From an optimization exercise on the open Yosys and OpenROAD flow, aimed at small area, a short achievable clock period and few clock cycles; shortcuts taken in it are not production practice. In this exercise RTL edits were held to simulation tests only and were not proved equivalent to the original. Power is estimated from default activity; no workload was simulated.

[flow/config.mk]
export PLATFORM = sky130hd
export DESIGN_NAME = CHIP
export DESIGN_NICKNAME = CHIP
export VERILOG_FILES = /design/flow/design.v
export SDC_FILE = /design/flow/constraint.sdc
export NUM_CORES = 8
export LEC_CHECK = 0
export CAP_MARGIN = 60
export CORE_MARGIN = 2
export CORE_UTILIZATION = 50
export CTS_CLUSTER_DIAMETER = 80
export CTS_CLUSTER_SIZE = 20
export SLEW_MARGIN = 60
[flow/constraint.sdc]
create_clock -name core_clock -period 11.0 [get_ports {clk}]
set_input_delay 2.2000 -clock core_clock [delete_from_list [all_inputs] [get_ports {clk}]]
set_output_delay 2.2000 -clock core_clock [all_outputs]
set_load 0.01 [all_outputs]
[flow/design.v]
module CHIP (	clk,
				rst_n,
				mem_read_D,
				mem_write_D,
				mem_addr_D,
				mem_wdata_D,
				mem_rdata_D,
				mem_ready_D,
				mem_read_I,
				mem_write_I,
				mem_addr_I,
				mem_wdata_I,
				mem_rdata_I,
				mem_ready_I,
				DCACHE_addr,
				DCACHE_wdata,
				DCACHE_wen,
				DCACHE_stall
			);
input			clk, rst_n;
output			mem_read_D;
output			mem_write_D;
output	[31:4]	mem_addr_D;
output	[127:0]	mem_wdata_D;
input	[127:0]	mem_rdata_D;
input			mem_ready_D;
output			mem_read_I;
output			mem_write_I;
output	[31:4]	mem_addr_I;
output	[127:0]	mem_wdata_I;
input	[127:0]	mem_rdata_I;
input			mem_ready_I;
output	[29:0]	DCACHE_addr;
output	[31:0]	DCACHE_wdata;
output			DCACHE_wen;
output			DCACHE_stall;
	RISCV_Pipeline i_RISCV(
		.clk         (clk),
		.rst_n       (rst_n),
		.mem_read_D  (mem_read_D),
		.mem_write_D (mem_write_D),
		.mem_addr_D  (mem_addr_D),
		.mem_wdata_D (mem_wdata_D),
		.mem_rdata_D (mem_rdata_D),
		.mem_ready_D (mem_ready_D),
		.mem_read_I  (mem_read_I),
		.mem_addr_I  (mem_addr_I),
		.mem_rdata_I (mem_rdata_I),
		.mem_ready_I (mem_ready_I),
		.DCACHE_addr (DCACHE_addr),
		.DCACHE_wdata(DCACHE_wdata),
		.DCACHE_wen  (DCACHE_wen),
		.DCACHE_stall(DCACHE_stall)
	);
	assign mem_write_I = 1'b0;
	assign mem_wdata_I = 128'd0;
endmodule
module Icache #(
    parameter SL = 2                   
) (
    input              clk,
    input              rst,
    input      [24:0]  pc_line,        
    input      [1:0]   pc_word,        
    input              no_req,         
    output             hit,            
    output     [31:0]  instr,          
    output reg         mem_read,
    output     [27:0]  mem_addr,
    input      [127:0] mem_rdata,
    input              mem_ready
);
localparam NS = 1 << SL;
localparam TW = 25 - SL;
reg [127:0]  d0 [0:NS-1];
reg [127:0]  d1 [0:NS-1];
reg [TW-1:0] t0 [0:NS-1];
reg [TW-1:0] t1 [0:NS-1];
reg [NS-1:0] v0, v1;
reg [NS-1:0] lru;                      
reg [3:0]    s0 [0:NS-1];              
reg [3:0]    s1 [0:NS-1];
function stopw(input [31:0] w);        
    reg [31:0] i;
    begin
        i = {w[7:0], w[15:8], w[23:16], w[31:24]};
        stopw = i[6] & ((~i[2] & i[31]) | (i[2] & ~i[3] & (i[11:7] == 5'd0)));
    end
endfunction
wire [3:0] mstop = {stopw(mem_rdata[127:96]), stopw(mem_rdata[95:64]),
                    stopw(mem_rdata[63:32]),  stopw(mem_rdata[31:0])};
reg          busy;                     
reg [24:0]   rline;                    
assign mem_addr = {3'b000, rline};
wire [SL-1:0] set = pc_line[SL-1:0];
wire [TW-1:0] tag = pc_line[24:SL];
reg [NS-1:0] hs0, hs1;                 
reg [31:0]   wsel;                     
reg [3:0]    ssel;
integer q;
always @(*) begin
    wsel = 32'd0;
    ssel = 4'd0;
    for (q = 0; q < NS; q = q + 1) begin
        hs0[q] = v0[q] & (t0[q] == tag) & (set == q);
        hs1[q] = v1[q] & (t1[q] == tag) & (set == q);
        wsel = wsel | ({32{hs0[q]}} & d0[q][pc_word*32 +: 32]) | ({32{hs1[q]}} & d1[q][pc_word*32 +: 32]);
        ssel = ssel | ({4{hs0[q]}} & s0[q]) | ({4{hs1[q]}} & s1[q]);
    end
end
wire h0 = |hs0;
wire h1 = |hs1;
wire rmatch = (rline == pc_line);
wire arrive = busy & mem_ready & rmatch;
assign hit = h0 | h1 | arrive;
wire [31:0] wm = mem_rdata[pc_word*32 +: 32];
assign instr = arrive ? wm : wsel;
wire [24:0]   nline = pc_line + 25'd1;
wire [SL-1:0] nset  = nline[SL-1:0];
wire [TW-1:0] ntag  = nline[24:SL];
wire npresent = (v0[nset] & (t0[nset] == ntag)) |
                (v1[nset] & (t1[nset] == ntag)) |
                ((busy | mem_read) & (rline == nline));
wire idle_next = busy ? mem_ready : ~mem_read;
wire inflight  = (busy | mem_read) & rmatch;
wire demand    = ~(h0 | h1) & ~inflight;
wire [3:0] lstop = arrive ? mstop : ssel;
wire [3:0] wmask = {1'b1, pc_word != 2'd3, pc_word[1] == 1'b0, pc_word == 2'd0};
wire prefetch  = hit & ~npresent & ~|(lstop & wmask);
wire issue     = idle_next & ~no_req & (demand | prefetch);
always @(posedge clk) begin
    if (rst) begin
        mem_read <= 1'b0;
        busy     <= 1'b0;
    end else begin
        mem_read <= issue;
        busy     <= mem_read | (busy & ~mem_ready);
    end
end
always @(posedge clk) begin
    if (idle_next) rline <= demand ? pc_line : nline;
end
wire          fill  = busy & mem_ready;
wire [SL-1:0] fset  = rline[SL-1:0];
wire          fway  = lru[fset];
genvar s;
generate
    for (s = 0; s < NS; s = s + 1) begin : g_set
        always @(posedge clk) begin
            if (fill && fset == s && !fway) begin
                d0[s] <= mem_rdata;
                t0[s] <= rline[24:SL];
                s0[s] <= mstop;
            end
            if (fill && fset == s && fway) begin
                d1[s] <= mem_rdata;
                t1[s] <= rline[24:SL];
                s1[s] <= mstop;
            end
        end
        always @(posedge clk) begin
            if (rst) begin
                v0[s]  <= 1'b0;
                v1[s]  <= 1'b0;
                lru[s] <= 1'b0;
            end else if (fill && fset == s) begin
                if (!fway) v0[s] <= 1'b1;
                else       v1[s] <= 1'b1;
                lru[s] <= ~fway;
            end else if (set == s && (h0 | h1)) begin
                lru[s] <= h0;
            end
        end
    end
endgenerate
endmodule
module Dcache (
    input              clk,
    input              rst,
    input      [31:0]  ex_base,        
    input      [31:0]  ex_off,
    input      [27:0]  ex_line,        
    input              ex_enter,       
    input              m_valid,
    input              m_load,
    input              m_store,
    input      [31:0]  m_addr,
    input      [31:0]  m_wdata,        
    output             m_stall,        
    output             m_fill,         
    output             m_stdone,       
    output     [31:0]  m_rdata,        
    output reg         m_miss,         
    output reg         mem_read,
    output reg         mem_write,
    output reg [27:0]  mem_addr,
    output reg [127:0] mem_wdata,
    input      [127:0] mem_rdata,
    input              mem_ready
);
function [31:0] bswap(input [31:0] v);
    bswap = {v[7:0], v[15:8], v[23:16], v[31:24]};
endfunction
reg [127:0]  d;
reg [27:0]   t;
reg          v, y;                     
reg          busy;                     
reg          rd;                       
reg          wpend;                    
reg [27:0]   waddr;
wire [31:0] ea = ex_base;
wire [31:0] eb = ex_off;
wire [4:0]  lo = {1'b0, ea[3:0]} + {1'b0, eb[3:0]};
wire [27:0] et  = m_miss ? m_addr[31:4] : t;
wire        ev  = m_miss | v;
wire [31:0] eg = ea & eb;
wire [31:0] ep = ea ^ eb;
wire [31:4] cin = {eg[30:4] | (ep[30:4] & ~et[26:0]), lo[4]};
wire ehit = ev & (&(ep[31:4] ^ et ^ ~cin));
wire [1:0] mword = m_addr[3:2];
wire   fill = busy & rd & mem_ready;
assign m_fill  = fill;
assign m_stall = m_valid & (m_load | m_store) & m_miss & ~fill;
assign m_rdata = bswap(m_miss ? mem_rdata[mword*32 +: 32] : d[mword*32 +: 32]);
wire   st_hit = m_valid & m_store & ~m_miss;
assign m_stdone = m_valid & m_store & (~m_miss | fill);
always @(posedge clk) begin
    if (rst) begin
        m_miss <= 1'b0;
    end else if (!m_stall) begin
        m_miss <= ex_enter & ~ehit;
    end else if (fill) begin
        m_miss <= 1'b0;
    end
end
wire idle_next = busy ? mem_ready : ~(mem_read | mem_write);
wire need_mem  = m_valid & (m_load | m_store) & m_miss & ~mem_read & ~(busy & rd);
wire need_ex   = ex_enter & ~ehit & ~m_stall;
wire do_write  = idle_next & wpend;
wire do_read   = idle_next & ~wpend & (need_mem | need_ex);
always @(posedge clk) begin
    if (do_write)      mem_addr <= waddr;
    else if (need_mem) mem_addr <= m_addr[31:4];
    else               mem_addr <= ex_line;
end
always @(posedge clk) begin
    if (rst) begin
        mem_read  <= 1'b0;
        mem_write <= 1'b0;
        busy      <= 1'b0;
        rd        <= 1'b0;
        wpend     <= 1'b0;
    end else begin
        mem_read  <= do_read;
        mem_write <= do_write;
        busy      <= mem_read | mem_write | (busy & ~mem_ready);
        if (mem_read)       rd <= 1'b1;
        else if (mem_ready) rd <= 1'b0;
        if (do_write)           wpend <= 1'b0;
        else if (mem_read && y) wpend <= 1'b1;
    end
end
always @(posedge clk) begin
    if (mem_read && y) begin
        mem_wdata <= d;
        waddr     <= t;
    end
end
genvar k;
generate
    for (k = 0; k < 4; k = k + 1) begin : g_word
        wire [31:0] wbus = (m_miss & ~(m_store & mword == k)) ? mem_rdata[k*32 +: 32] : bswap(m_wdata);
        always @(posedge clk) begin
            if (fill | (st_hit & mword == k)) d[k*32 +: 32] <= wbus;
        end
    end
endgenerate
always @(posedge clk) begin
    if (fill) t <= m_addr[31:4];
end
always @(posedge clk) begin
    if (rst) begin
        v <= 1'b0;
        y <= 1'b0;
    end else if (fill) begin
        v <= 1'b1;
        y <= m_store;
    end else if (st_hit) begin
        y <= 1'b1;
    end
end
endmodule
module RISCV_Pipeline (
    input          clk,
    input          rst_n,
    output         mem_read_D,
    output         mem_write_D,
    output [31:4]  mem_addr_D,
    output [127:0] mem_wdata_D,
    input  [127:0] mem_rdata_D,
    input          mem_ready_D,
    output         mem_read_I,
    output [31:4]  mem_addr_I,
    input  [127:0] mem_rdata_I,
    input          mem_ready_I,
    output [29:0]  DCACHE_addr,
    output [31:0]  DCACHE_wdata,
    output         DCACHE_wen,
    output         DCACHE_stall
);
function [31:0] bswap(input [31:0] v);
    bswap = {v[7:0], v[15:8], v[23:16], v[31:24]};
endfunction
wire rst = ~rst_n;
reg  [26:0] PC;
reg         ID_valid;
reg  [31:0] ID_instr;
reg  [26:0] ID_PC;
reg         EX_valid;
reg  [31:0] EX_a, EX_b;        
reg  [31:0] EX_sd;             
reg  [26:0] EX_alt;           
reg  [4:0]  EX_rd;
reg         EX_we, EX_load, EX_store, EX_sub, EX_sra, EX_left;
reg         EX_radd, EX_rslt, EX_rxor, EX_ror, EX_rand, EX_rsh, EX_rlink;    
reg         EX_jalr, EX_branch, EX_bne, EX_pred;
reg         MEM_valid;
reg  [31:0] MEM_res, MEM_b;
reg  [4:0]  MEM_rd;
reg         MEM_we, MEM_load, MEM_store;
reg         SP_wen;
reg  [29:0] SP_addr;
reg  [31:0] SP_data;
reg  [31:0] rf [1:31];
wire        m_stall, m_fill, m_miss, m_stdone;
wire [31:0] m_rdata;
wire        ex_redir;
wire [26:0] ex_tgt;
wire        id_redir;
wire [26:0] id_tgt;
wire        ld_stall;
wire        front_hold = m_stall;
wire        ic_hit;
wire [31:0] ic_instr;
Icache #(.SL(1)) I_cache (
    .clk      (clk),
    .rst      (rst),
    .pc_line  (PC[26:2]),
    .pc_word  (PC[1:0]),
    .no_req   (ex_redir | id_redir),
    .hit      (ic_hit),
    .instr    (ic_instr),
    .mem_read (mem_read_I),
    .mem_addr (mem_addr_I),
    .mem_rdata(mem_rdata_I),
    .mem_ready(mem_ready_I)
);
wire [26:0] next_PC = ex_redir ? ex_tgt :
                      id_redir ? id_tgt :
                      ic_hit   ? PC + 27'd1 : PC;
always @(posedge clk) begin
    if (rst)                        PC <= 27'd0;
    else if (!front_hold && !ld_stall) PC <= next_PC;
end
always @(posedge clk) begin
    if (rst) ID_valid <= 1'b0;
    else if (!front_hold && !ld_stall) ID_valid <= ic_hit & ~ex_redir & ~id_redir;
end
always @(posedge clk) begin
    if (!front_hold && !ld_stall) begin
        ID_instr <= bswap(ic_instr);
        ID_PC    <= PC;
    end
end
wire [31:0] ins = ID_instr;
wire [4:0]  rs1 = ins[19:15];
wire [4:0]  rs2 = ins[24:20];
wire [4:0]  rd  = ins[11:7];
wire [2:0]  f3  = ins[14:12];
wire i_ctl  = ins[6];                         
wire i_R    = ~ins[6] &  ins[5] &  ins[4];
wire i_I    = ~ins[6] & ~ins[5] &  ins[4];
wire i_L    = ~ins[6] & ~ins[5] & ~ins[4];
wire i_S    = ~ins[6] &  ins[5] & ~ins[4];
wire i_B    =  ins[6] & ~ins[2];
wire i_JAL  =  ins[6] &  ins[2] &  ins[3];
wire i_JALR =  ins[6] &  ins[2] & ~ins[3];
wire use1 = ~i_JAL;
wire use2 = i_R | i_S | i_B;
wire wr   = (i_R | i_I | i_L | i_JAL | i_JALR) & (rd != 5'd0);
wire [31:0] ex_res;
wire [31:0] mem_res = MEM_load ? m_rdata : MEM_res;
wire ex_fw1  = EX_valid  & EX_we  & (EX_rd  == rs1);
wire ex_fw2  = EX_valid  & EX_we  & (EX_rd  == rs2);
wire mem_fw1 = MEM_valid & MEM_we & (MEM_rd == rs1);
wire mem_fw2 = MEM_valid & MEM_we & (MEM_rd == rs2);
wire [31:0] rf1 = (rs1 == 5'd0) ? 32'd0 : rf[rs1];
wire [31:0] rf2 = (rs2 == 5'd0) ? 32'd0 : rf[rs2];
wire [31:0] op1 = ex_fw1 ? ex_res : mem_fw1 ? mem_res : rf1;
wire [31:0] op2 = ex_fw2 ? ex_res : mem_fw2 ? mem_res : rf2;
assign ld_stall = ID_valid & EX_valid & EX_load & EX_we &
                  ((use1 & (EX_rd == rs1)) | (use2 & (EX_rd == rs2)));
wire [11:0] imm12 = i_S ? {ins[31:25], ins[11:7]} : ins[31:20];
wire [26:0] immJ  = {{9{ins[31]}}, ins[19:12], ins[20], ins[30:22]};      
wire [26:0] immB  = {{17{ins[31]}}, ins[7], ins[30:25], ins[11:9]};       
assign id_tgt   = ID_PC + (i_JAL ? immJ : immB);
wire   pred     = i_B & ins[31];               
assign id_redir = ID_valid & ~ld_stall & ~ex_redir & (i_JAL | pred);
wire [26:0] id_pc1 = ID_PC + 27'd1;
wire id_adv = ID_valid & ~ld_stall & ~ex_redir;
always @(posedge clk) begin
    if (rst) EX_valid <= 1'b0;
    else if (!front_hold) EX_valid <= id_adv;
end
wire        sub_op = (i_R & (f3 == 3'b000) & ins[30]) | ((i_R | i_I) & (f3 == 3'b010));
wire [31:0] bsel   = (i_R | i_B) ? op2 : {{20{imm12[11]}}, imm12};
wire        arith  = i_R | i_I;
always @(posedge clk) begin
    if (!front_hold) begin
        EX_a      <= op1;
        EX_b      <= bsel;
        EX_sd     <= op2;
        EX_alt    <= (i_B & ~pred) ? id_tgt : id_pc1;
        EX_rd     <= rd;
        EX_we     <= wr;
        EX_load   <= i_L;
        EX_store  <= i_S;
        EX_sub    <= sub_op;
        EX_sra    <= ins[30];
        EX_left   <= ~f3[2];
        EX_radd   <= ~(i_JAL | i_JALR) & ~(arith & (f3 != 3'b000));
        EX_rslt   <= arith & (f3 == 3'b010);
        EX_rxor   <= arith & (f3 == 3'b100);
        EX_ror    <= arith & (f3 == 3'b110);
        EX_rand   <= arith & (f3 == 3'b111);
        EX_rsh    <= arith & (f3[1:0] == 2'b01);
        EX_rlink  <= i_JAL | i_JALR;
        EX_jalr   <= i_JALR;
        EX_branch <= i_B;
        EX_bne    <= f3[0];
        EX_pred   <= pred;
    end
end
function [31:0] ks_add(input [31:0] a, input [31:0] b, input cin);
    reg [31:0] g, p, gg, pp, gn, pn;
    reg [32:0] c;
    integer i, d;
    begin
        g = a & (b ^ {32{cin}});
        p = a ^ b ^ {32{cin}};
        gg = g;
        pp = p;
        gg[0] = g[0] | (p[0] & cin);
        for (d = 1; d < 32; d = d * 2) begin
            gn = gg;
            pn = pp;
            for (i = d; i < 32; i = i + 1) begin
                gn[i] = gg[i] | (pp[i] & gg[i-d]);
                pn[i] = pp[i] & pp[i-d];
            end
            gg = gn;
            pp = pn;
        end
        ks_add = p ^ {gg[30:0], cin};
    end
endfunction
wire [31:0] sum = ks_add(EX_a, EX_b, EX_sub);
wire        slt = (EX_a[31] != EX_b[31]) ? EX_a[31] : sum[31];
wire [4:0]  shamt = EX_b[4:0];
wire        left  = EX_left;
reg  [31:0] shin;
integer j;
always @(*) for (j = 0; j < 32; j = j + 1) shin[j] = left ? EX_a[31-j] : EX_a[j];
wire        fillb = EX_sra & EX_a[31] & ~left;
wire [31:0] shr = $signed({fillb, shin}) >>> shamt;
reg  [31:0] shout;
always @(*) for (j = 0; j < 32; j = j + 1) shout[j] = left ? shr[31-j] : shr[j];
assign ex_res = ({32{EX_radd}}  & sum) |
                ({32{EX_rslt}}  & {31'd0, slt}) |
                ({32{EX_rxor}}  & (EX_a ^ EX_b)) |
                ({32{EX_ror}}   & (EX_a | EX_b)) |
                ({32{EX_rand}}  & (EX_a & EX_b)) |
                ({32{EX_rsh}}   & shout) |
                ({32{EX_rlink}} & {3'b000, EX_alt, 2'b00});
wire taken = (EX_a == EX_b) ^ EX_bne;
assign ex_redir = EX_valid & (EX_jalr | (EX_branch & (taken ^ EX_pred)));
assign ex_tgt   = EX_jalr ? sum[28:2] : EX_alt;
Dcache D_cache (
    .clk      (clk),
    .rst      (rst),
    .ex_base  (EX_a),
    .ex_off   (EX_b),
    .ex_line  (sum[31:4]),
    .ex_enter (EX_valid & (EX_load | EX_store) & ~front_hold),
    .m_valid  (MEM_valid),
    .m_load   (MEM_load),
    .m_store  (MEM_store),
    .m_addr   (MEM_res),
    .m_wdata  (MEM_b),
    .m_stall  (m_stall),
    .m_fill   (m_fill),
    .m_stdone (m_stdone),
    .m_rdata  (m_rdata),
    .m_miss   (m_miss),
    .mem_read (mem_read_D),
    .mem_write(mem_write_D),
    .mem_addr (mem_addr_D),
    .mem_wdata(mem_wdata_D),
    .mem_rdata(mem_rdata_D),
    .mem_ready(mem_ready_D)
);
always @(posedge clk) begin
    if (rst) MEM_valid <= 1'b0;
    else if (!m_stall) MEM_valid <= EX_valid & ~front_hold;
end
always @(posedge clk) begin
    if (rst) SP_wen <= 1'b0;
    else     SP_wen <= m_stdone;
end
always @(posedge clk) begin
    SP_addr <= MEM_res[31:2];
    SP_data <= bswap(MEM_b);
end
always @(posedge clk) begin
    if (!m_stall) begin
        MEM_res   <= ex_res;
        MEM_b     <= EX_sd;
        MEM_rd    <= EX_rd;
        MEM_we    <= EX_we;
        MEM_load  <= EX_load;
        MEM_store <= EX_store;
    end
end
genvar r;
generate
    for (r = 1; r < 32; r = r + 1) begin : g_rf
        always @(posedge clk) begin
            if (MEM_valid && MEM_we && MEM_rd == r) rf[r] <= mem_res;
        end
    end
endgenerate
assign DCACHE_addr  = SP_addr;
assign DCACHE_wdata = SP_data;
assign DCACHE_wen   = SP_wen;
assign DCACHE_stall = 1'b0;
endmodule
[flow/flow/run.sh]
#!/bin/bash
# Layout flow: the standard ORFS flow (standard.sh), with the standard
# synthesis unchanged, port buffers of buf_2 cells and a larger setup margin
# for ORFS's timing repair in the later steps. Each step's full output goes
# to its own log in this folder (and ORFS's per-step logs under orfs/logs).
set -uo pipefail
bash standard.sh synth > synth.log 2>&1 || exit 1
bash standard.sh SETUP_SLACK_MARGIN=7 "BUFFER_PORTS_ARGS=-buffer_cell sky130_fd_sc_hd__buf_2" finish > layout.log 2>&1 || exit 1
[flow/standard.sh]
#!/bin/bash
# synth_recipe.tcl (not shown) runs the flow's synth.tcl, then flattens the netlist and writes it again
# the make line also repeats each setting of config.mk as NAME=value (left out here)
make -C /OpenROAD-flow-scripts/flow DESIGN_CONFIG=/design/flow/config.mk WORK_HOME=/design/flow/orfs CLKGATE_MAP_FILE= SYNTH_SCRIPT=/design/flow/synth_recipe.tcl "${@:-finish}"
==> qor.yml, run 1 <==
clock_tree:
  hold_buffers: 0
  insertion_delay_ps: 870
  clk_path_buf_depth: 3
  htree_levels: 4
  clock_sinks: 2332
  cts_buffers: 146
  cts_tree: "built"
  cts-root-buf: "clkbuf_16"
  clkTransAtPathRegs_ps: 90
drt:
  num_vias: 82252
  drt-initial-drc-count: 14904
  postRouteAntennaNets: 0
  wl_per_cell_um: 40.3
  finalWirelength_mm: 460
  vias_per_cell: 7.21
  drt-pass1-iter-count: 10
  drc: 0
synth:
  syn-cell-area_mm2: 0.109
  ys_ff_latch: 2332
  yosys.cell_count.top_type: "edfxtp_1"
  synth_ff_type: "edfxtp_1"
  syn_avg_cell_area_um2: 13.9
  ys_warn_count: 42
  yosysSeqAreaShare_pct: 62.8
  synth_edf_count: 2195
  yosys-top-cells-area: "edfxtp_1 60%, mux4_2 5.3%, a22oi_1 4.1%, dfxtp_1 2.5%, xnor2_1 2.0%"
  yosys-top-cells-count: "2195 x edfxtp_1, 591 x a22oi_1, 418 x clkbuf_1"
  synth_area_leader_cell: "edfxtp_1"
  syn_inst: 7870
  yosysUniqueCellTypes: 108
  yosysTopAreaCellShare_pct: 60.2
  async_flop_share_pct: 0
global_route:
  grt_overflow: 0
  grt_max_degree: 81
  grtUsageTotal_pct: 40.2
  grt_pass1_vias: 77212
  antenna_found_initial: 45
  grt_pass1_wl_mm: 626
power:
  p_seq_share_pct: 61.9
  pwr-share-comb_pct: 1.6
  peakVddDrop_uv: 183
  power.switching_mw: 3.32
  p_clk_share_pct: 36.5
  power_density_mw_per_mm2: 125
  p_leak_nw: 42.3
  intPower_mw: 12.3
  p_sw_share_pct: 21.2
critical_path:
  start_kind: "register"
  critical_path.max_fanout: 17
  r2r_cells: 10
  worstPathArrival_ps: 4670
  required_ps: 11580
  crit_path_end_kind: "register"
  criticalPathCategory: "register to register"
sta:
  worst_slack_ps: 6910
  rsz0062_at_grt: "true"
  max_freq_mhz: 244
  slew_violations: 0
  slew_headroom_pct: 53.2
  finalHoldViolCount: 0
  period_share_pct: 37.2
  setup_tns_ps: 0
  finalSetupViolCount: 0
  skew_ps: 38.6
  worst_pin_slew_ps: 702
  fin_crit_ps: 4090
placed_design:
  postPlaceCellArea_mm2: 0.118
  gp_congestion: 0.993
  io_buffers: 498
  hpwl_mm: 288
  pre_cts_ws_ps: 5770
flow_run:
  drv_cap: 0
floorplanning:
  ios: 640
  coreArea_mm2: 0.217
  die_w_um: 472
  die_h_um: 472
  die_area_mm2: 0.223
  start_util_pct: 50.3
  fp-row-count: 171
hold_path:
  hold_depth: 0
  min_path_type: "register to register"
layout:
  drive_above_1_share_pct: 23.5
  stdcell_area_mm2: 0.125
  fin_util_pct: 57.4
  area.growth.synth_to_final_pct: 14.1
  nNetsFinal: 8834
  fillerInstances: 17287
run_status:
  outcome: "finished clean"
-- placed cells by master (no fill, tap or decap), types with 48 or more instances in the layout --
cell	n
a21oi_1	269
nand4_1	182
buf_4	268
nor2_1	300
o21ai_0	252
mux2i_1	159
buf_6	82
buf_2	499
mux2_2	169
xor2_1	157
xnor2_1	238
a221oi_1	183
conb_1	133
mux4_2	258
ha_1	71
nor3_1	115
inv_1	148
nand3_1	128
dfxtp_1	126
edfxtp_1	2195
a222oi_1	64
a22o_1	141
nor2_4	94
a22oi_1	590
buf_8	60
clkbuf_16	156
a21oi_2	48
a211oi_1	51
nand2_1	376
-- routing by layer --
metal	global-route usage [%]	wire, um
met1	53.4	163000
met2	57.2	192000
met3	14.5	69800
met4	22.8	34400
met5	0	340
-- critical path, cell delays in order, from the launching register on --
cell      delay (ps)
edfxtp_1         700
or3b_2           640
nor2_4           110
buf_4            500
buf_4            560
a222oi_1         240
nand4_1          190
nor3_1            70
nor2_1           100
a21oi_1          110
o21ai_0          530
-- timing repair --
action,4_1_cts,5_1_grt
setup buffers,44,43
setup endpoints to repair,186,94
pin swaps,18,27
gates resized for setup,115,70
cloned,4,5
-- power by group through the flow --
stage | clock network (mW) | registers (mW) | logic, mW
2_1_floorplan | 0 | 9.87 | 0.137
3_3_place_gp | 0 | 9.88 | 0.237
3_5_place_dp | 0 | 9.88 | 0.242
4_1_cts | 5.74 | 9.68 | 0.248
5_1_grt | 6.02 | 9.68 | 0.269
6_report | 5.71 | 9.68 | 0.254
-- worst paths after layout --
kind                         from               end  slack, ps
max          i_RISCV.ID_instr[17]  i_RISCV.EX_a[12]       6910
min              i_RISCV.EX_sd[5]  i_RISCV.MEM_b[5]        430
max reg2reg  i_RISCV.ID_instr[17]  i_RISCV.EX_a[12]       6910
min reg2reg      i_RISCV.EX_sd[5]  i_RISCV.MEM_b[5]        430
-- cell type report --
cell class	count	area, um2	area share (%)
antenna	27	67.6	0.0541
clock buffer	184	3900	3.13
clock inverter	40	458	0.367
inverter	164	654	0.524
multi-input combinational	4840	40000	32.0
sequential	2332	68700	55.0
tap	2854	3570	2.86
timing repair buffer	967	7510	6.02
-- state kept, by name, summed over array words and instances, names as in the netlist, 32 cells and up --
signal and cells:
i_RISCV.D_cache.mem_wdata 128, i_RISCV.SP_data 32, i_RISCV.I_cache.d1 240, i_RISCV.EX_b 32, i_RISCV.I_cache.t0 48, i_RISCV.I_cache.t1 48, i_RISCV.rf 992, i_RISCV.EX_sd 32
i_RISCV.I_cache.d0 240, i_RISCV.MEM_res 32, i_RISCV.MEM_b 32, i_RISCV.D_cache.d 128, i_RISCV.EX_a 32
-- metrics by stage --
step                      hold slack, ps  instances  total power [mW]
after floorplan                      346       8002              10.0
after global placement               405      10978              10.1
after detailed placement             407      11050              10.1
after CTS                            424      11322              15.7
after global routing                 435      11387              16.0
final                                427      11408              15.6
-- kinds of logic after synthesis --
kind of cell / Yosys count / share of synthesized area, %
AOI/OAI and AO/OA: 2044 / 13.4
xor gates and xnor gates: 417 / 3.34
adders and majority gates: 123 / 1.60
buffers and inverters: 830 / 3.42
DFF: 2332 / 62.8
muxes: 596 / 8.61
other: 1 / 0.00343
and+or+nand+nor: 1527 / 6.85
Testbench counts, summed over its fixed seeds: cycles 410,704.
==> inputs of run 2 (changes only) <==
--- a/flow/design.v
+++ b/flow/design.v
@@ -187,14 +187,13 @@
     input      [31:0]  m_addr,
     input      [31:0]  m_wdata,        
     output             m_stall,        
-    output             m_fill,         
     output             m_stdone,       
     output     [31:0]  m_rdata,        
     output reg         m_miss,         
     output reg         mem_read,
     output reg         mem_write,
     output reg [27:0]  mem_addr,
-    output reg [127:0] mem_wdata,
+    output     [127:0] mem_wdata,
     input      [127:0] mem_rdata,
     input              mem_ready
 );
@@ -206,8 +205,8 @@
 reg          v, y;                     
 reg          busy;                     
 reg          rd;                       
-reg          wpend;                    
-reg [27:0]   waddr;
+reg          pend;                     
+assign mem_wdata = d;
 wire [31:0] ea = ex_base;
 wire [31:0] eb = ex_off;
 wire [4:0]  lo = {1'b0, ea[3:0]} + {1'b0, eb[3:0]};
@@ -218,12 +217,13 @@
 wire [31:4] cin = {eg[30:4] | (ep[30:4] & ~et[26:0]), lo[4]};
 wire ehit = ev & (&(ep[31:4] ^ et ^ ~cin));
 wire [1:0] mword = m_addr[3:2];
-wire   fill = busy & rd & mem_ready;
-assign m_fill  = fill;
-assign m_stall = m_valid & (m_load | m_store) & m_miss & ~fill;
-assign m_rdata = bswap(m_miss ? mem_rdata[mword*32 +: 32] : d[mword*32 +: 32]);
+wire   fill   = busy & rd & mem_ready;    
+wire   fclean = fill & ~y;                 
+wire   fdirty = fill & y;                  
+assign m_stall = m_valid & (m_load | m_store) & m_miss & ~(fill & (m_load | ~y));
+assign m_rdata = bswap((m_miss | pend) ? mem_rdata[mword*32 +: 32] : d[mword*32 +: 32]);
 wire   st_hit = m_valid & m_store & ~m_miss;
-assign m_stdone = m_valid & m_store & (~m_miss | fill);
+assign m_stdone = m_valid & m_store & (~m_miss | fclean);
 always @(posedge clk) begin
     if (rst) begin
         m_miss <= 1'b0;
@@ -236,10 +236,9 @@
 wire idle_next = busy ? mem_ready : ~(mem_read | mem_write);
 wire need_mem  = m_valid & (m_load | m_store) & m_miss & ~mem_read & ~(busy & rd);
 wire need_ex   = ex_enter & ~ehit & ~m_stall;
-wire do_write  = idle_next & wpend;
-wire do_read   = idle_next & ~wpend & (need_mem | need_ex);
+wire do_read   = idle_next & ~fdirty & (need_mem | need_ex);
 always @(posedge clk) begin
-    if (do_write)      mem_addr <= waddr;
+    if (fdirty)        mem_addr <= t;
     else if (need_mem) mem_addr <= m_addr[31:4];
     else               mem_addr <= ex_line;
 end
@@ -249,29 +248,23 @@
         mem_write <= 1'b0;
         busy      <= 1'b0;
         rd        <= 1'b0;
-        wpend     <= 1'b0;
+        pend      <= 1'b0;
     end else begin
         mem_read  <= do_read;
-        mem_write <= do_write;
+        mem_write <= fdirty;
+        pend      <= fdirty;
         busy      <= mem_read | mem_write | (busy & ~mem_ready);
         if (mem_read)       rd <= 1'b1;
         else if (mem_ready) rd <= 1'b0;
-        if (do_write)           wpend <= 1'b0;
-        else if (mem_read && y) wpend <= 1'b1;
-    end
-end
-always @(posedge clk) begin
-    if (mem_read && y) begin
-        mem_wdata <= d;
-        waddr     <= t;
     end
 end
+wire lfill = fclean | pend;                
 genvar k;
 generate
     for (k = 0; k < 4; k = k + 1) begin : g_word
-        wire [31:0] wbus = (m_miss & ~(m_store & mword == k)) ? mem_rdata[k*32 +: 32] : bswap(m_wdata);
+        wire [31:0] wbus = (lfill & ~(m_stdone & mword == k)) ? mem_rdata[k*32 +: 32] : bswap(m_wdata);
         always @(posedge clk) begin
-            if (fill | (st_hit & mword == k)) d[k*32 +: 32] <= wbus;
+            if (lfill | (st_hit & mword == k)) d[k*32 +: 32] <= wbus;
         end
     end
 endgenerate
@@ -284,7 +277,9 @@
         y <= 1'b0;
     end else if (fill) begin
         v <= 1'b1;
-        y <= m_store;
+        if (!y) y <= m_store;
+    end else if (pend) begin
+        y <= st_hit;
     end else if (st_hit) begin
         y <= 1'b1;
     end
@@ -332,7 +327,7 @@
 reg  [29:0] SP_addr;
 reg  [31:0] SP_data;
 reg  [31:0] rf [1:31];
-wire        m_stall, m_fill, m_miss, m_stdone;
+wire        m_stall, m_miss, m_stdone;
 wire [31:0] m_rdata;
 wire        ex_redir;
 wire [26:0] ex_tgt;
@@ -498,7 +493,6 @@
     .m_addr   (MEM_res),
     .m_wdata  (MEM_b),
     .m_stall  (m_stall),
-    .m_fill   (m_fill),
     .m_stdone (m_stdone),
     .m_rdata  (m_rdata),
     .m_miss   (m_miss),
==> qor.yml, run 2 <==
sta:
  max_freq_mhz: 247  # +1.1%
  skew_ps: 62.6  # +24.0 ps
  slew_headroom_pct: 51.5  # -1.6 points
  worst_pin_slew_ps: 727  # +24.7 ps
  worst_slack_ps: 6950  # +44.9 ps
  period_share_pct: 36.8  # -0.41 points
  hold_ws_ps: 423  # -3.83 ps
  rsz0062_at_grt: "true"
  finalHoldViolCount: 0  # unchanged
  setup_tns_ps: 0  # unchanged
  slew_violations: 0  # unchanged
  fin_crit_ps: 4050  # -44.9 ps
  finalSetupViolCount: 0  # unchanged
drt:
  finalWirelength_mm: 451  # -2.0%
  drt-initial-drc-count: 15458  # +3.7%
  top_layer_used: "met5"
  wl_per_cell_um: 39.8  # -1.4%
  num_vias: 81632  # -0.75%
  met3_wirelength_mm: 69.7  # -0.16%
  met1_length_mm: 158  # -3.4%
  postRouteAntennaNets: 0  # unchanged
  met2WireLength_mm: 187  # -2.6%
  drc: 0  # unchanged
  drt-pass1-iter-count: 11  # +1
  vias_per_cell: 7.20  # about the same
floorplanning:
  start_util_pct: 50.2  # -0.16 points
  die_h_um: 462  # -2.1%
  fp-row-count: 168  # -1.8%
  die_w_um: 462  # -2.1%
  die_area_mm2: 0.213  # -4.1%
  ios: 640  # unchanged
  coreArea_mm2: 0.209  # -3.9%
synth:
  synth_top_family_by_area: "compound AO/OA/AOI/OAI gates"
  synth_xor_area_share_pct: 3.58  # +0.24 points
  ys_ff_latch: 2175  # -6.7%
  synth_compound_area_share_pct: 13.5  # +0.083 points
  yosys.area_share.adder_pct: 1.67  # +0.070 points
  synth-simple-area-share_pct: 7.52  # +0.66 points
  yosysUniqueCellTypes: 97  # -10%
  yosys-top-cells-area: "edfxtp_1 58%, a22oi_1 5.9%, mux4_2 5.7%, dfxtp_1 2.6%, xnor2_1 1.9%"
  yosysTopAreaCellShare_pct: 58.4  # -1.8 points
  yosysSeqAreaShare_pct: 61.0  # -1.8 points
  syn-cell-area_mm2: 0.105  # -4.2%
  ys_warn_count: 42  # unchanged
  yosys-top-cells-count: "2039 x edfxtp_1, 818 x a22oi_1, 471 x nand2_1"
  synth_edf_count: 2039  # -7.1%
  syn_avg_cell_area_um2: 13.3  # -4.4%
  synthMuxAreaShare_pct: 8.93  # +0.32 points
  yosys.cell_count.top_type: "edfxtp_1"
  syn_inst: 7888  # +0.23%
  async_flop_share_pct: 0  # unchanged
  synth_ff_type: "edfxtp_1"
  synth_area_leader_cell: "edfxtp_1"
critical_path:
  worstPathArrival_ps: 4770  # +100 ps
  r2r_cells: 12  # +2
  slowest_stage: "or3b_2"
  criticalPathCategory: "register to register"
  regToRegStartpoint: "i_RISCV.ID_instr[23]"
  worstReg2RegEnd: "i_RISCV.EX_b[21]"
  critical_path.max_fanout: 20  # +3
  worstPathCellList: "buf_4 > or3b_2 > nor2_4 > buf_8 > buf_4 > a22oi_1 > nand4_1 > nor2_1 > a21oi_2 > a211oi_1 > a21oi_2 > a21o_1"
  crit_path_end_kind: "register"
  required_ps: 11720  # +140 ps
  max_stage_delay_ps: 610  # -90 ps
  reg2reg_slack_ps: 6950  # +40 ps
  start_kind: "register"
power:
  power_density_mw_per_mm2: 123  # -2.1%
  power_mw: 14.7  # -6.0%
  peakVddDrop_uv: 173  # -5.5%
  p_leak_nw: 41.8  # -1.2%
global_route:
  grt_pass1_vias: 75602  # -2.1%
  grt_max_degree: 87  # +7.4%
  grt_overflow: 0  # unchanged
  grtUsageTotal_pct: 41.3  # +1.1 points
  antenna_found_initial: 75  # +67%
  grt_pass1_wl_mm: 608  # -2.8%
layout:
  nNetsFinal: 8806  # -0.32%
  largest-register: "i_RISCV.rf"
  final_cells: 11332  # -0.67%
  drive_above_1_share_pct: 23.1  # -0.47 points
  top_regs: "i_RISCV.rf: 992 flops, i_RISCV.I_cache.d0: 240 flops, i_RISCV.I_cache.d1: 240 flops"
  layout_commonest_cell: "edfxtp_1"
  layout_common_cells: "2039 x edfxtp_1, 817 x a22oi_1, 504 x buf_2"
  area.growth.synth_to_final_pct: 14.2
  largest_register_ffs: 992  # unchanged
placed_design:
  gp_congestion: 1.01  # +1.8%
  hpwl_mm: 283  # -1.5%
  io_buffers: 498  # unchanged
  placed_cells: 10998  # -0.47%
  pre_cts_ws_ps: 5860  # +83.0 ps
hold_path:
  min_to: "i_RISCV.MEM_b[26]"
  min-delay-start: "i_RISCV.EX_sd[26]"
  min_path_type: "register to register"
  hold_depth: 0  # unchanged
clock_tree:
  clk_path_buf_depth: 3  # unchanged
  clock_sinks: 2175  # -6.7%
  insertion_delay_ps: 880  # about the same
  clkTransAtPathRegs_ps: 90  # about the same
  cts_buffers: 137  # -6.2%
  cts_tree: "built"
  cts-root-buf: "clkbuf_16"
  htree_levels: 4  # unchanged
flow_run:
  drv_cap: 0  # unchanged
run_status:
  outcome: "finished clean"
## run 2: cell count changes in the layout (fill, tap and decap cells not counted), sizes merged, moves of 19 or more
cell / before / now
a221oi: 198 / 43
a22o: 141 / 30
a22oi: 591 / 818
buf: 948 / 911
clkbuf: 199 / 173
edfxtp: 2195 / 2039
inv: 179 / 262
nand2: 382 / 471
nor2: 402 / 429
o21ai: 302 / 264
o22ai: 20 / 78
o2bb2ai: 32 / 1
xnor2: 254 / 228
xor2: 163 / 182
## run 2: area by class of cell
class,count,area (um2)
repair buffers,922,7140
fillers,16980,89200
flip-flops and latches,2175,64000
well taps,2805,3510
diodes,42,105
repair inverters,1,8.76
multi-input cells,4932,39800
clock buffers,164,3670
inverters,254,1010
clock inverters,37,518
## run 2: power breakdown
part	switching (mW)	leakage, nW	internal (mW)
Sequential	0.0372	20.5	8.99
Combinational	0.165	19.3	0.0909
Clock	2.90	2.03	2.51
Total	3.11	41.8	11.6
## run 2: routing by layer
metal  track usage [%]  vias to the layer above
li1                  -                    31773
met1              54.6                    40198
met2              58.6                     7724
met3              14.2                     1879
met4              25.1                       58
met5                 0                        -
## run 2: cell families after synthesis
group	after synthesis
DFF	2175
AOI/OAI and AO/OA	2038
and+or+nand+nor	1635
buffers and inverters	913
muxes	586
xor gates and xnor gates	417
adders and majority gates	123
other	1
## run 2: worst max-delay path by stage
stage                         startpoint            endpoint  cells past startpoint
floorplan                    mem_ready_D    i_RISCV.EX_valid                      7
global placement             mem_ready_D   i_RISCV.MEM_b[31]                      7
detailed placement       i_RISCV.EX_b[2]    i_RISCV.EX_b[21]                     13
CTS                      i_RISCV.EX_b[2]    i_RISCV.EX_b[21]                     13
global route         i_RISCV.ID_instr[2]  i_RISCV.EX_alt[25]                     14
finish              i_RISCV.ID_instr[23]    i_RISCV.EX_b[21]                     12
## run 2: stage by stage
stage / area, um2 / utilization [%]
5_1_grt: 120000 / 57.3
6_report: 120000 / 57.3
3_3_place_gp: 111000 / 53.3
4_1_cts: 119000 / 56.7
3_5_place_dp: 114000 / 54.4
2_1_floorplan: 105000 / -
## run 2: timing repair
action	4_1_cts	5_1_grt
buffers inserted	39	32
gates resized for setup	88	65
endpoints found under the setup margin	168	103
gates cloned	3	2
hold buffers	0	0
pin swaps	14	17
## run 2: worst max-delay path: cells and delay by family (launching register included)
family / cells / cell delay (ps)
buffers and inverters: 3 / 1020
and+or+nand+nor: 4 / 1110
DFF: 1 / 340
AOI/OAI and AO/OA: 5 / 1400
Testbench counts of run 2, summed over its fixed seeds: cycles 412,281.
==> inputs of run 3 (changes only) <==
--- a/flow/design.v
+++ b/flow/design.v
@@ -64,7 +64,7 @@
     input      [1:0]   pc_word,        
     input              no_req,         
     output             hit,            
-    output     [31:0]  instr,          
+    output     [27:0]  instr,          
     output reg         mem_read,
     output     [27:0]  mem_addr,
     input      [127:0] mem_rdata,
@@ -72,8 +72,8 @@
 );
 localparam NS = 1 << SL;
 localparam TW = 25 - SL;
-reg [127:0]  d0 [0:NS-1];
-reg [127:0]  d1 [0:NS-1];
+reg [111:0]  d0 [0:NS-1];
+reg [111:0]  d1 [0:NS-1];
 reg [TW-1:0] t0 [0:NS-1];
 reg [TW-1:0] t1 [0:NS-1];
 reg [NS-1:0] v0, v1;
@@ -89,22 +89,31 @@
 endfunction
 wire [3:0] mstop = {stopw(mem_rdata[127:96]), stopw(mem_rdata[95:64]),
                     stopw(mem_rdata[63:32]),  stopw(mem_rdata[31:0])};
+function [27:0] pack(input [31:0] w);   
+    reg [31:0] i;
+    begin
+        i = {w[7:0], w[15:8], w[23:16], w[31:24]};
+        pack = {i[31:7], i[6], i[6] ? i[3:2] : i[5:4]};
+    end
+endfunction
+wire [111:0] mpack = {pack(mem_rdata[127:96]), pack(mem_rdata[95:64]),
+                      pack(mem_rdata[63:32]),  pack(mem_rdata[31:0])};
 reg          busy;                     
 reg [24:0]   rline;                    
 assign mem_addr = {3'b000, rline};
 wire [SL-1:0] set = pc_line[SL-1:0];
 wire [TW-1:0] tag = pc_line[24:SL];
 reg [NS-1:0] hs0, hs1;                 
-reg [31:0]   wsel;                     
+reg [27:0]   wsel;                     
 reg [3:0]    ssel;
 integer q;
 always @(*) begin
-    wsel = 32'd0;
+    wsel = 28'd0;
     ssel = 4'd0;
     for (q = 0; q < NS; q = q + 1) begin
         hs0[q] = v0[q] & (t0[q] == tag) & (set == q);
         hs1[q] = v1[q] & (t1[q] == tag) & (set == q);
-        wsel = wsel | ({32{hs0[q]}} & d0[q][pc_word*32 +: 32]) | ({32{hs1[q]}} & d1[q][pc_word*32 +: 32]);
+        wsel = wsel | ({28{hs0[q]}} & d0[q][pc_word*28 +: 28]) | ({28{hs1[q]}} & d1[q][pc_word*28 +: 28]);
         ssel = ssel | ({4{hs0[q]}} & s0[q]) | ({4{hs1[q]}} & s1[q]);
     end
 end
@@ -113,7 +122,7 @@
 wire rmatch = (rline == pc_line);
 wire arrive = busy & mem_ready & rmatch;
 assign hit = h0 | h1 | arrive;
-wire [31:0] wm = mem_rdata[pc_word*32 +: 32];
+wire [27:0] wm = mpack[pc_word*28 +: 28];
 assign instr = arrive ? wm : wsel;
 wire [24:0]   nline = pc_line + 25'd1;
 wire [SL-1:0] nset  = nline[SL-1:0];
@@ -148,12 +157,12 @@
     for (s = 0; s < NS; s = s + 1) begin : g_set
         always @(posedge clk) begin
             if (fill && fset == s && !fway) begin
-                d0[s] <= mem_rdata;
+                d0[s] <= mpack;
                 t0[s] <= rline[24:SL];
                 s0[s] <= mstop;
             end
             if (fill && fset == s && fway) begin
-                d1[s] <= mem_rdata;
+                d1[s] <= mpack;
                 t1[s] <= rline[24:SL];
                 s1[s] <= mstop;
             end
@@ -309,7 +318,7 @@
 wire rst = ~rst_n;
 reg  [26:0] PC;
 reg         ID_valid;
-reg  [31:0] ID_instr;
+reg  [27:0] ID_instr;        
 reg  [26:0] ID_PC;
 reg         EX_valid;
 reg  [31:0] EX_a, EX_b;        
@@ -336,7 +345,7 @@
 wire        ld_stall;
 wire        front_hold = m_stall;
 wire        ic_hit;
-wire [31:0] ic_instr;
+wire [27:0] ic_instr;
 Icache #(.SL(1)) I_cache (
     .clk      (clk),
     .rst      (rst),
@@ -363,23 +372,23 @@
 end
 always @(posedge clk) begin
     if (!front_hold && !ld_stall) begin
-        ID_instr <= bswap(ic_instr);
+        ID_instr <= ic_instr;
         ID_PC    <= PC;
     end
 end
-wire [31:0] ins = ID_instr;
+wire [31:0] ins = {ID_instr[27:3], 7'd0};
+wire [2:0]  knd = ID_instr[2:0];
 wire [4:0]  rs1 = ins[19:15];
 wire [4:0]  rs2 = ins[24:20];
 wire [4:0]  rd  = ins[11:7];
 wire [2:0]  f3  = ins[14:12];
-wire i_ctl  = ins[6];                         
-wire i_R    = ~ins[6] &  ins[5] &  ins[4];
-wire i_I    = ~ins[6] & ~ins[5] &  ins[4];
-wire i_L    = ~ins[6] & ~ins[5] & ~ins[4];
-wire i_S    = ~ins[6] &  ins[5] & ~ins[4];
-wire i_B    =  ins[6] & ~ins[2];
-wire i_JAL  =  ins[6] &  ins[2] &  ins[3];
-wire i_JALR =  ins[6] &  ins[2] & ~ins[3];
+wire i_R    = ~knd[2] &  knd[1] &  knd[0];
+wire i_I    = ~knd[2] & ~knd[1] &  knd[0];
+wire i_L    = ~knd[2] & ~knd[1] & ~knd[0];
+wire i_S    = ~knd[2] &  knd[1] & ~knd[0];
+wire i_B    =  knd[2] & ~knd[0];
+wire i_JAL  =  knd[2] &  knd[1] &  knd[0];
+wire i_JALR =  knd[2] & ~knd[1] &  knd[0];
 wire use1 = ~i_JAL;
 wire use2 = i_R | i_S | i_B;
 wire wr   = (i_R | i_I | i_L | i_JAL | i_JALR) & (rd != 5'd0);
==> qor.yml, run 3 <==
synth:
  async_flop_share_pct: 0  # unchanged
  yosys-top-cells-area: "edfxtp_1 58%, a22oi_1 6.0%, mux4_2 5.6%, dfxtp_1 2.6%, xnor2_1 2.0%"
  yosys.cell_count.top_type: "edfxtp_1"
  yosys-top-cells-count: "2005 x edfxtp_1, 837 x a22oi_1, 441 x nand2_1"
  ys_warn_count: 42  # unchanged
  synth_area_leader_cell: "edfxtp_1"
  yosysSeqAreaShare_pct: 60.5  # -0.51 points
  yosysTopAreaCellShare_pct: 57.9  # -0.53 points
  syn_inst: 7781  # -1.4%
  synth_edf_count: 2005  # -1.7%
  syn_avg_cell_area_um2: 13.4  # +0.60%
  synth_ff_type: "edfxtp_1"
  ys_ff_latch: 2141  # -1.6%
  syn-cell-area_mm2: 0.104  # -0.76%
  yosysUniqueCellTypes: 97  # unchanged
floorplanning:
  start_util_pct: 50.3  # +0.12 points
  ios: 640  # unchanged
  die_h_um: 460  # -0.38%
  die_area_mm2: 0.212  # -0.75%
  fp-row-count: 167  # -0.60%
  coreArea_mm2: 0.207  # -1.0%
  die_w_um: 460  # -0.38%
global_route:
  grt_pass1_wl_mm: 607  # -0.18%
  grt_max_degree: 75  # -14%
  antenna_found_initial: 60  # -20%
  grt_overflow: 0  # unchanged
  grtUsageTotal_pct: 41.2  # -0.083 points
  grt_pass1_vias: 75412  # -0.25%
clock_tree:
  clock_sinks: 2141  # -1.6%
  cts_tree: "built"
  clkTransAtPathRegs_ps: 80  # about the same
  htree_levels: 4  # unchanged
  cts-root-buf: "clkbuf_16"
  clk_path_buf_depth: 3  # unchanged
  insertion_delay_ps: 870  # about the same
  cts_buffers: 133  # -2.9%
drt:
  drc: 0  # unchanged
  postRouteAntennaNets: 0  # unchanged
  num_vias: 81744  # +0.14%
  drt-initial-drc-count: 15734  # +1.8%
  wl_per_cell_um: 40.3  # +1.3%
  finalWirelength_mm: 449  # -0.42%
  drt-pass1-iter-count: 13  # +2
  vias_per_cell: 7.33  # +1.8%
sta:
  finalSetupViolCount: 0  # unchanged
  slew_violations: 0  # unchanged
  worst_pin_slew_ps: 771  # +44.2 ps
  max_freq_mhz: 242  # -2.2%
  worst_slack_ps: 6860  # -92.0 ps
  setup_tns_ps: 0  # unchanged
  slew_headroom_pct: 48.6  # -2.9 points
  rsz0062_at_grt: "false"
  skew_ps: 57.8  # -4.76 ps
  finalHoldViolCount: 0  # unchanged
  period_share_pct: 37.6  # +0.84 points
  fin_crit_ps: 4140  # +92.0 ps
placed_design:
  gp_congestion: 1.01  # -0.12%
  hpwl_mm: 279  # -1.7%
  pre_cts_ws_ps: 5530  # -325 ps
  io_buffers: 498  # unchanged
layout:
  multi_input_area_mm2: 0.0401  # +0.81%
  drive_above_1_share_pct: 23.9  # +0.86 points
  largest_register_ffs: 992  # unchanged
  layout_common_cells: "2005 x edfxtp_1, 837 x a22oi_1, 507 x buf_2"
  largest-register: "i_RISCV.rf"
  top_regs: "i_RISCV.rf: 992 flops, i_RISCV.I_cache.d0: 224 flops, i_RISCV.I_cache.d1: 224 flops"
  area.growth.synth_to_final_pct: 14.1
  regArea_mm2: 0.0630  # -1.6%
  layout_commonest_cell: "edfxtp_1"
  fillerInstances: 16533  # -2.6%
  nNetsFinal: 8727  # -0.90%
critical_path:
  crit_path_end_kind: "register"
  criticalPathCategory: "register to register"
  critical_path.max_fanout: 25  # +25%
  worstPathArrival_ps: 4830  # +60 ps
  required_ps: 11690  # -30 ps
  start_kind: "register"
power:
  p_leak_nw: 41.4  # -1.0%
  power_density_mw_per_mm2: 121  # -1.5%
  power_mw: 14.4  # -2.4%
  peakVddDrop_uv: 176  # +1.7%
hold_path:
  min_path_type: "register to register"
run_status:
  outcome: "finished clean"
flow_run:
  drv_cap: 0  # unchanged
-- run 3: worst max-delay path: stages, from the launching register on --
cell,delay [ps]
edfxtp_1,600
or3b_2,690
nor2_4,560
buf_6,560
a22oi_1,180
and4_1,230
nand4_1,120
nor4_1,90
nor2_1,560
a211oi_1,180
a21oi_1,160
-- run 3: worst paths after layout --
| kind | cells after the start | to | slack [ps] | startpoint |
|---|---|---|---|---|
| hold reg to reg | 0 | i_RISCV.MEM_b[13] | 420 | i_RISCV.EX_sd[13] |
| setup reg to reg | 10 | i_RISCV.EX_a[23] | 6860 | i_RISCV.ID_instr[14] |
| setup / recovery | 10 | i_RISCV.EX_a[23] | 6860 | i_RISCV.ID_instr[14] |
| hold / removal | 0 | i_RISCV.MEM_b[13] | 420 | i_RISCV.EX_sd[13] |
-- run 3: final cells by class --
class	count	share of cell area, %
inverters	182	0.614
multi-input cells	4923	33.8
repair inverters	1	0.00949
repair buffers	962	6.25
flip-flops and latches	2141	53.0
clock buffers	163	3.00
well taps	2704	2.85
clock inverters	33	0.343
diodes	36	0.0759
-- run 3: power breakdown --
group	switching [mW]	total, mW	internal (mW)	leakage, nW
Sequential	0.0380	8.89	8.85	20.2
Clock	2.82	5.21	2.39	1.93
Combinational	0.164	0.256	0.0922	19.3
-- run 3: kinds of logic (layout without fill, tap and decap cells) --
| group | after synthesis | in the layout | share of synthesized area (%) |
|---|---|---|---|
| DFF | 2141 | 2141 | 60.5 |
| AOI/OAI and AO/OA | 2068 | 2068 | 14.0 |
| and+or+nand+nor | 1571 | 1571 | 7.28 |
| buffers and inverters | 849 | 1341 | 3.70 |
| muxes | 615 | 615 | 9.26 |
| xor gates and xnor gates | 413 | 413 | 3.61 |
| adders and majority gates | 123 | 123 | 1.68 |
| other | 1 | 169 | 0.00360 |
-- run 3: repair_timing --
action / in CTS / in global routing
gates cloned: 4 / 3
hold buffers: 0 / 0
buffers inserted: 52 / 42
setup endpoints to repair: 239 / 84
gates resized for setup: 87 / 77
pin swaps: 20 / 29
-- run 3: metal layers --
metal	wire, um	GRT usage, %
met1	159000	54.1
met5	485	0.276
met3	69200	15.3
met2	185000	58.2
met4	35100	24.4
-- run 3: stage by stage --
stage,util [%],cell area (um2),std cells,hold WS [ps]
3_3_place_gp,53.4,111000,10726,402
2_1_floorplan,-,105000,7913,346
3_5_place_dp,54.4,112000,10793,405
6_report,57.4,119000,11145,424
4_1_cts,56.7,117000,11045,420
5_1_grt,57.3,119000,11117,430
Testbench counts of run 3, summed over its fixed seeds: cycles 412,281.
==> inputs of run 4 (changes only) <==
--- a/flow/design.v
+++ b/flow/design.v
@@ -197,6 +197,7 @@
     input      [31:0]  m_wdata,        
     output             m_stall,        
     output             m_stdone,       
+    output             m_sbhold,       
     output     [31:0]  m_rdata,        
     output reg         m_miss,         
     output reg         mem_read,
@@ -215,6 +216,9 @@
 reg          busy;                     
 reg          rd;                       
 reg          pend;                     
+reg          sbv;                      
+reg  [31:0]  sbd;
+reg  [1:0]   sbw;
 assign mem_wdata = d;
 wire [31:0] ea = ex_base;
 wire [31:0] eb = ex_off;
@@ -229,10 +233,13 @@
 wire   fill   = busy & rd & mem_ready;    
 wire   fclean = fill & ~y;                 
 wire   fdirty = fill & y;                  
-assign m_stall = m_valid & (m_load | m_store) & m_miss & ~(fill & (m_load | ~y));
+wire   rdout  = mem_read | (busy & rd);    
+wire   sbtake = m_valid & m_store & m_miss & rdout & ~fill & ~sbv;
+assign m_stall = m_valid & (m_load | m_store) & m_miss & ~(fill & (m_load | ~y)) & ~sbtake;
 assign m_rdata = bswap((m_miss | pend) ? mem_rdata[mword*32 +: 32] : d[mword*32 +: 32]);
 wire   st_hit = m_valid & m_store & ~m_miss;
-assign m_stdone = m_valid & m_store & (~m_miss | fclean);
+assign m_stdone = m_valid & m_store & (~m_miss | fclean | sbtake);
+assign m_sbhold = sbv | (m_valid & m_store & m_miss);
 always @(posedge clk) begin
     if (rst) begin
         m_miss <= 1'b0;
@@ -247,9 +254,8 @@
 wire need_ex   = ex_enter & ~ehit & ~m_stall;
 wire do_read   = idle_next & ~fdirty & (need_mem | need_ex);
 always @(posedge clk) begin
-    if (fdirty)        mem_addr <= t;
-    else if (need_mem) mem_addr <= m_addr[31:4];
-    else               mem_addr <= ex_line;
+    if (fdirty)       mem_addr <= t;
+    else if (do_read) mem_addr <= need_mem ? m_addr[31:4] : ex_line;
 end
 always @(posedge clk) begin
     if (rst) begin
@@ -258,6 +264,7 @@
         busy      <= 1'b0;
         rd        <= 1'b0;
         pend      <= 1'b0;
+        sbv       <= 1'b0;
     end else begin
         mem_read  <= do_read;
         mem_write <= fdirty;
@@ -265,20 +272,31 @@
         busy      <= mem_read | mem_write | (busy & ~mem_ready);
         if (mem_read)       rd <= 1'b1;
         else if (mem_ready) rd <= 1'b0;
+        if (sbtake)              sbv <= 1'b1;
+        else if (fclean | pend)  sbv <= 1'b0;
     end
 end
-wire lfill = fclean | pend;                
+always @(posedge clk) begin
+    if (sbtake) begin
+        sbd <= m_wdata;
+        sbw <= mword;
+    end
+end
+wire        lfill = fclean | pend;         
+wire        wst   = sbv | m_stdone;
+wire [1:0]  ww    = sbv ? sbw : mword;
+wire [31:0] wd    = bswap(sbv ? sbd : m_wdata);
 genvar k;
 generate
     for (k = 0; k < 4; k = k + 1) begin : g_word
-        wire [31:0] wbus = (lfill & ~(m_stdone & mword == k)) ? mem_rdata[k*32 +: 32] : bswap(m_wdata);
+        wire [31:0] wbus = (lfill & ~(wst & ww == k)) ? mem_rdata[k*32 +: 32] : wd;
         always @(posedge clk) begin
             if (lfill | (st_hit & mword == k)) d[k*32 +: 32] <= wbus;
         end
     end
 endgenerate
 always @(posedge clk) begin
-    if (fill) t <= m_addr[31:4];
+    if (fill) t <= mem_addr;
 end
 always @(posedge clk) begin
     if (rst) begin
@@ -286,9 +304,9 @@
         y <= 1'b0;
     end else if (fill) begin
         v <= 1'b1;
-        if (!y) y <= m_store;
+        if (!y) y <= sbv | (m_valid & m_store);
     end else if (pend) begin
-        y <= st_hit;
+        y <= sbv | st_hit;
     end else if (st_hit) begin
         y <= 1'b1;
     end
@@ -336,14 +354,14 @@
 reg  [29:0] SP_addr;
 reg  [31:0] SP_data;
 reg  [31:0] rf [1:31];
-wire        m_stall, m_miss, m_stdone;
+wire        m_stall, m_miss, m_stdone, m_sbhold;
 wire [31:0] m_rdata;
 wire        ex_redir;
 wire [26:0] ex_tgt;
 wire        id_redir;
 wire [26:0] id_tgt;
 wire        ld_stall;
-wire        front_hold = m_stall;
+wire        front_hold = m_stall | (EX_valid & (EX_load | EX_store) & m_sbhold);
 wire        ic_hit;
 wire [27:0] ic_instr;
 Icache #(.SL(1)) I_cache (
@@ -503,6 +521,7 @@
     .m_wdata  (MEM_b),
     .m_stall  (m_stall),
     .m_stdone (m_stdone),
+    .m_sbhold (m_sbhold),
     .m_rdata  (m_rdata),
     .m_miss   (m_miss),
     .mem_read (mem_read_D),
==> qor.yml, run 4 <==
power:
  p_clk_share_pct: 37.2  # +0.9 points
  intPower_mw: 11.7  # +3.0%
  peakVddDrop_uv: 176  # -0.12%
  power_mw: 14.8  # +3.1%
  p_sw_share_pct: 21.2  # +0.14 points
  power_density_mw_per_mm2: 124  # +2.3%
  power.switching_mw: 3.14  # +3.8%
  pwr-share-comb_pct: 1.7  # about the same
  p_seq_share_pct: 61.1  # -0.8 points
  p_leak_nw: 44.1  # +6.5%
floorplanning:
  start_util_pct: 50.4  # +0.12 points
  fp-row-count: 167  # unchanged
  coreArea_mm2: 0.207  # +0.30%
  die_area_mm2: 0.213  # +0.55%
  ios: 640  # unchanged
  die_h_um: 461  # +0.27%
  die_w_um: 461  # +0.27%
sta:
  finalSetupViolCount: 0  # unchanged
  period_share_pct: 37.9  # +0.24 points
  rsz0062_at_grt: "false"
  skew_ps: 53.3  # -4.54 ps
  worst_pin_slew_ps: 714  # -57.6 ps
  max_freq_mhz: 240  # -0.64%
  slew_violations: 0  # unchanged
  finalHoldViolCount: 0  # unchanged
  slew_headroom_pct: 52.4  # +3.8 points
  fin_crit_ps: 4170  # +26.7 ps
  setup_tns_ps: 0  # unchanged
synth:
  synth_edf_count: 2067  # +3.1%
  yosys-top-cells-area: "edfxtp_1 59%, a22oi_1 6.0%, mux4_2 5.1%, a21oi_1 2.2%, dfxtp_1 2.1%"
  syn_inst: 7865  # +1.1%
  syn_avg_cell_area_um2: 13.3  # -0.52%
  synth_area_leader_cell: "edfxtp_1"
  yosysSeqAreaShare_pct: 61.4  # +0.93 points
  ys_ff_latch: 2176  # +1.6%
  syn-cell-area_mm2: 0.105  # +0.55%
  async_flop_share_pct: 0  # unchanged
  yosysTopAreaCellShare_pct: 59.3  # +1.5 points
  ys_warn_count: 42  # unchanged
  yosys.cell_count.top_type: "edfxtp_1"
  synth_ff_type: "edfxtp_1"
  yosys-top-cells-count: "2067 x edfxtp_1, 840 x a22oi_1, 538 x nor2_1"
  yosysUniqueCellTypes: 103  # +6.2%
critical_path:
  crit_path_end_kind: "register"
  slowest_stage: "edfxtp_1"
  worst_path_most_repeated_cell: "buf_4"
  r2r_cells: 12  # +2
  worstReg2RegEnd: "i_RISCV.EX_b[4]"
  regToRegStartpoint: "i_RISCV.ID_instr[19]"
  path_buf_inv: 3  # +2
  endpoint: "i_RISCV.EX_b[4]"
  cp.depth: 12  # +2
  reg2reg_slack_ps: 6830  # -30 ps
  critical_path.max_fanout: 17  # -32%
  criticalPathCategory: "register to register"
  worstPathCellList: "buf_4 > nand3_1 > nor2_4 > buf_4 > buf_6 > a22oi_1 > nand2_1 > nor3_1 > a211oi_4 > a211oi_1 > a31oi_2 > a21o_1"
  max_stage_delay_ps: 610  # -80 ps
  worstPathArrival_ps: 4880  # +50 ps
  crit_path_start: "i_RISCV.ID_instr[19]"
  start_kind: "register"
  required_ps: 11710  # +20 ps
  cp_top_family: "compound AO/OA/AOI/OAI gates"
placed_design:
  gp_congestion: 1.02  # +0.87%
  hpwl_mm: 283  # +1.7%
  io_buffers: 498  # unchanged
layout:
  top_regs: "i_RISCV.rf: 992 flops, i_RISCV.I_cache.d0: 224 flops, i_RISCV.I_cache.d1: 224 flops"
  largest-register: "i_RISCV.rf"
  layout_commonest_cell: "edfxtp_1"
  layout_common_cells: "2067 x edfxtp_1, 840 x a22oi_1, 504 x buf_2"
  drive_above_1_share_pct: 22.1  # -1.9 points
  largest_register_ffs: 992  # unchanged
  nNetsFinal: 8812  # +0.97%
  area.growth.synth_to_final_pct: 14.4
  fillerInstances: 16731  # +1.2%
flow_run:
  drv_cap: 0  # unchanged
clock_tree:
  insertion_delay_ps: 880  # about the same
  htree_levels: 4  # unchanged
  cts-root-buf: "clkbuf_16"
  clk_path_buf_depth: 3  # unchanged
  cts_tree: "built"
  clkTransAtPathRegs_ps: 80  # about the same
  clock_sinks: 2176  # +1.6%
  cts_buffers: 137  # +3.0%
global_route:
  grt_pass1_vias: 76409  # +1.3%
  grt_max_degree: 94  # +25%
  grt_pass1_wl_mm: 611  # +0.62%
  antenna_found_initial: 62  # +3.3%
  grtUsageTotal_pct: 41.4  # +0.23 points
  grt_overflow: 0  # unchanged
drt:
  num_vias: 81219  # -0.64%
  drc: 0  # unchanged
  wl_per_cell_um: 39.6  # -1.7%
  vias_per_cell: 7.17  # -2.3%
  finalWirelength_mm: 449  # about the same
  drt-pass1-iter-count: 10  # -3
  postRouteAntennaNets: 0  # unchanged
  drt-initial-drc-count: 15502  # -1.5%
run_status:
  outcome: "finished clean"
hold_path:
  min_path_type: "register to register"
==> run 4: changes by cell type after synthesis, sizes merged, moves of 21 or more <==
cell | before | now
nor2 | 394 | 538
mux2 | 182 | 61
a21oi | 352 | 455
edfxtp | 2005 | 2067
inv | 180 | 135
a211oi | 77 | 118
nand2 | 441 | 472
o2bb2ai | 30 | 1
dfxtp | 136 | 109
a22o | 21 | 45
nand4 | 166 | 142
nor2b | 17 | 41
o21ai | 254 | 230
nand2b | 55 | 34
==> run 4: timing repair <==
action,CTS,global route
gates resized for setup,82,64
hold buffers,0,0
pin swaps,18,14
gates cloned,1,2
setup endpoints to repair,190,154
setup buffers,64,36
==> run 4: worst min-delay path by stage <==
stage          slack [ps]                from  cells past startpoint                 end
5_1_grt               430   i_RISCV.EX_sd[26]                      0   i_RISCV.MEM_b[26]
3_3_place_gp          380   i_RISCV.MEM_b[24]                      0  i_RISCV.SP_data[0]
6_report              400   i_RISCV.MEM_b[17]                      0  i_RISCV.SP_data[9]
3_5_place_dp          390   i_RISCV.MEM_b[17]                      0  i_RISCV.SP_data[9]
4_1_cts               410   i_RISCV.MEM_b[17]                      0  i_RISCV.SP_data[9]
2_1_floorplan         360  i_RISCV.MEM_res[2]                      0  i_RISCV.SP_addr[0]
==> run 4: cell type report <==
class | count | area (um2) | share of cell area, %
timing repair buffer | 963 | 7400 | 6.18
multi-input combinational | 5014 | 39500 | 33.1
clock buffer | 190 | 3790 | 3.17
tap | 2788 | 3490 | 2.92
sequential | 2176 | 64300 | 53.7
inverter | 137 | 554 | 0.463
antenna | 27 | 67.6 | 0.0565
clock inverter | 35 | 504 | 0.421
==> run 4: metrics by stage <==
| step | hold slack, ps | utilization, % | cell area [um2] | std cells | setup WS (ps) |
|---|---|---|---|---|---|
| 6_report | 404 | 57.7 | 120000 | 11330 | 6830 |
| 3_5_place_dp | 387 | 54.6 | 113000 | 10958 | 5740 |
| 2_1_floorplan | 363 | - | 105000 | 7997 | 4680 |
| 3_3_place_gp | 383 | 53.5 | 111000 | 10875 | 5260 |
| 4_1_cts | 407 | 57.1 | 118000 | 11248 | 7000 |
| 5_1_grt | 430 | 57.6 | 120000 | 11316 | 6960 |
==> run 4: layer usage <==
layer	vias up	routed length [um]	global-route usage [%]
met1	39955	158000	53.8
met3	1840	69800	15.8
met2	7446	184000	57.9
li1	31908	-	-
met4	70	36700	26.8
met5	-	504	0.230
==> run 4: power groups by stage <==
stage          clock, mW  sequential (mW)  combinational, mW
5_1_grt             5.81             9.05              0.273
4_1_cts             5.52             9.04              0.248
6_report            5.51             9.04              0.255
3_5_place_dp           0             9.23              0.247
3_3_place_gp           0             9.23              0.241
2_1_floorplan          0             9.23              0.138
==> run 4: cells by family after synthesis <==
group                    after synthesis  share of synthesized area, %
XOR/XNOR                             419                          3.59
flip-flops                          2176                          61.4
AO/OA/AOI/OAI                       2112                          14.0
AND/OR/NAND/NOR                     1725                          7.83
adder cells (fa/ha/maj)              123                          1.67
buffers and inverters                807                          3.49
other                                  1                       0.00358
multiplexers                         502                          7.94
Testbench counts of run 4, summed over its fixed seeds: cycles 392,174.

-- port drivers added, routing unchanged --
The flow's constraints put no driver on any port. The routed layouts listed below were extracted and timed again, unchanged, in two steps. Step 1 assumes that a clkbuf_16 drives the clock port and a buf_2 every other input. Step 2 adds t to the input delays and takes it off the output delays; t is the mean of the earliest and latest rising clock arrival at the registers after step 1. Input paths then give back, and output paths get back, about the clock's delay inside the block. a / b / c = ideal / step 1 / step 2; a / b = the first two.
| run | shift t [ns] | slack for setup (ns) | hold slack, ns | slew at the worst register clock pin (ns) |
|---|---|---|---|---|
| run 1 | 0.945 | 6.908 / 6.908 / 6.060 | 0.427 / 0.427 / 0.427 | 0.09 / 0.09 |
| run 2 | 0.931 | 6.953 / 6.953 / 6.075 | 0.423 / 0.423 / 0.423 | 0.09 / 0.09 |
| run 3 | 0.944 | 6.861 / 6.861 / 6.030 | 0.424 / 0.424 / 0.424 | 0.10 / 0.10 |
| run 4 | 0.936 | 6.834 / 6.834 / 6.029 | 0.404 / 0.404 / 0.404 | 0.09 / 0.09 |
After both steps setup and hold are still met in every run listed. For run 2, which loses most, drivers alone change the setup slack by 0.000 ns; drivers and shift together by -0.878 ns.
